Source: an optimization exercise on an open RTL-to-GDS flow (aim: small area). Production flows keep margins and buffers that such runs may drop. At most, simulation tests tie the RTL to the original design; equivalence was not proved. No driver is modelled on the clock port, so clocking that relies on it looks cheaper here than on a real chip. No activity file was given, so power comes from the tool's default toggle rates.

==> module uart_tx, before the edit <==
module uart_tx(
  input        CLK,
  input        RST,
  input        TICK,
  input        EN,
  input        WRITE,
  input  [7:0] WRDATA,
  output       ISFULL,
  output       TX
);
  reg [63:0] slots;
  reg [3:0]  cnt;
  reg [8:0]  sr;
  reg        tx_reg;
  wire       idle  = (sr == 9'd0);
  wire       pop   = TICK & idle & EN & (cnt != 4'd0);
  wire       push  = WRITE & (~cnt[3] | pop);
  wire       inc   = push & ~pop;
  wire       dec   = pop & ~push;
  wire [3:0] tgl   = {(inc & (&cnt[2:0])) | (dec & ~(|cnt[2:0])),
                      (inc & (&cnt[1:0])) | (dec & ~(|cnt[1:0])),
                      (inc & cnt[0]) | (dec & ~cnt[0]),
                      inc | dec};
  reg  [7:0] hdata;
  integer    j;
  always @(*) begin
    hdata = 8'd0;
    for (j = 0; j < 8; j = j + 1)
      hdata = hdata | ({8{pop & (cnt[2:0] == ((j + 1) & 7))}} & slots[j*8 +: 8]);
  end
  always @(posedge CLK) begin
    if (push)
      slots <= {slots[55:0], WRDATA};
  end
  always @(posedge CLK) begin
    if (RST)
      cnt <= 4'd0;
    else
      cnt <= cnt ^ tgl;
  end
  always @(posedge CLK) begin
    if (RST) begin
      sr     <= 9'd0;
      tx_reg <= 1'b1;
    end
    else if (TICK) begin
      tx_reg <= pop ? 1'b0 : (idle | sr[0]);
      sr     <= {pop, hdata | ({8{~pop}} & sr[8:1])};    
    end
  end
  assign ISFULL = cnt[3];
  assign TX     = tx_reg;
endmodule
==> flow/config.mk <==
export PLATFORM = sky130hd
export DESIGN_NAME = uart_ctrl
export DESIGN_NICKNAME = uart_ctrl
export VERILOG_FILES = /design/flow/design.v
export SDC_FILE = /design/flow/constraint.sdc
export NUM_CORES = 4
export LEC_CHECK = 0
export CAP_MARGIN = 20
export CORE_MARGIN = 2
export CORE_UTILIZATION = 70
export PLACE_DENSITY = 0.85
export SLEW_MARGIN = 20
==> flow/constraint.sdc <==
create_clock -name core_clock -period 10.0 [get_ports {CLK}]
set_input_delay 2.0000 -clock core_clock [delete_from_list [all_inputs] [get_ports {CLK}]]
set_output_delay 2.0000 -clock core_clock [all_outputs]
set_load 0.01 [all_outputs]
standard.sh (not shown) runs the stock make flow with config.mk's settings and CLKGATE_MAP_FILE= SYNTH_SCRIPT=/design/flow/synth_recipe.tcl, a recipe that flattens the netlist after the stock synthesis.
==> flow/flow/run.sh <==
#!/bin/bash
# Layout flow: the standard ORFS flow, with changes that only save cell
# area: an area-oriented ABC mapping script in synthesis (registers are left as
# the standard synthesis makes them), the smallest buffer on the ports, and a
# clock tree of clkbuf_4 without dummy balancing loads, in which post_cts.tcl
# upsizes any buffer whose loads would see a clock slew over 115 ps.
set -euo pipefail
W=$(pwd)
F=$W/flow

rm -rf "$W/scripts_area"
cp -r "$FLOW_HOME/scripts" "$W/scripts_area"
cp "$F/abc_area.script" "$W/scripts_area/abc_speed.script"

bash standard.sh synth SCRIPTS_DIR="$W/scripts_area" > "$W/synth.log" 2>&1
bash standard.sh place \
  BUFFER_PORTS_ARGS="-buffer_cell sky130_fd_sc_hd__buf_1" > "$W/place.log" 2>&1
bash standard.sh cts \
  CTS_ARGS="-sink_clustering_enable -repair_clock_nets -dont_use_dummy_load -buf_list sky130_fd_sc_hd__clkbuf_4" \
  POST_CTS_TCL="$F/post_cts.tcl" > "$W/cts.log" 2>&1
bash standard.sh finish > "$W/finish.log" 2>&1
Other scripts of this flow, unchanged in this note and not shown: flow/flow/abc_area.script, flow/flow/post_cts.tcl
Next try:
--- a/flow/design.v
+++ b/flow/design.v
@@ -53,10 +53,10 @@
   wire       pop   = TICK & idle & EN & (cnt != 4'd0);
   wire       push  = WRITE & (~cnt[3] | pop);
-  wire       inc   = push & ~pop;
-  wire       dec   = pop & ~push;
-  wire [3:0] tgl   = {(inc & (&cnt[2:0])) | (dec & ~(|cnt[2:0])),
-                      (inc & (&cnt[1:0])) | (dec & ~(|cnt[1:0])),
-                      (inc & cnt[0]) | (dec & ~cnt[0]),
-                      inc | dec};
+  wire       inc = push & ~pop;
+  wire       dec = pop & ~push;
+  wire [3:0] tgl = {(inc & (&cnt[2:0])) | (dec & ~(|cnt[2:0])),
+                    (inc & (&cnt[1:0])) | (dec & ~(|cnt[1:0])),
+                    (inc & cnt[0]) | (dec & ~cnt[0]),
+                    inc | dec};
   reg  [7:0] hdata;
   integer    j;
@@ -64,5 +64,5 @@
     hdata = 8'd0;
     for (j = 0; j < 8; j = j + 1)
-      hdata = hdata | ({8{pop & (cnt[2:0] == ((j + 1) & 7))}} & slots[j*8 +: 8]);
+      hdata = hdata | ({8{cnt[2:0] == ((j + 1) & 7)}} & slots[j*8 +: 8]);
   end
   always @(posedge CLK) begin
@@ -83,5 +83,5 @@
     else if (TICK) begin
       tx_reg <= pop ? 1'b0 : (idle | sr[0]);
-      sr     <= {pop, hdata | ({8{~pop}} & sr[8:1])};    
+      sr     <= pop ? {1'b1, hdata} : {1'b0, sr[8:1]};
     end
   end
Outcome: Critical path depth does not change; via count decreases slightly; non-clock buffer count came out higher by 1; final cell count shrinks slightly; combinational power rose by a few percent; first-iteration DRC count increases by well over a third; core utilization came out higher by 1.5 points; power is about the same; hold slack stays flat.
The RTL of the first run of this note was laid out without a check of its function.

==> what the ideal ports hide <==
How much do the figures lean on ideal ports? The routed layouts below were timed once more, with nothing changed but the port constraints. Step 1 (the two cells are an assumption about what drives the block):
set clk [get_ports {CLK}]
set_driving_cell -lib_cell sky130_fd_sc_hd__clkbuf_16 $clk
set_driving_cell -lib_cell sky130_fd_sc_hd__buf_2 [delete_from_list [all_inputs] $clk]
Step 2 also shifts input and output timing later by t, the mid clock arrival at the registers, as if the neighbouring blocks saw the same clock. a / b / c = no drivers / after step 1 / after step 2; a / b = the first two.
| run | shift t [ns] | slack for setup (ns) | worst setup path at the end |
|---|---|---|---|
| the first run | 0.389 | 5.480 / 5.441 / 5.628 | input to register |
| the second run | 0.385 | 5.462 / 5.426 / 5.733 | input to register |
After both steps every run listed still meets setup and hold.
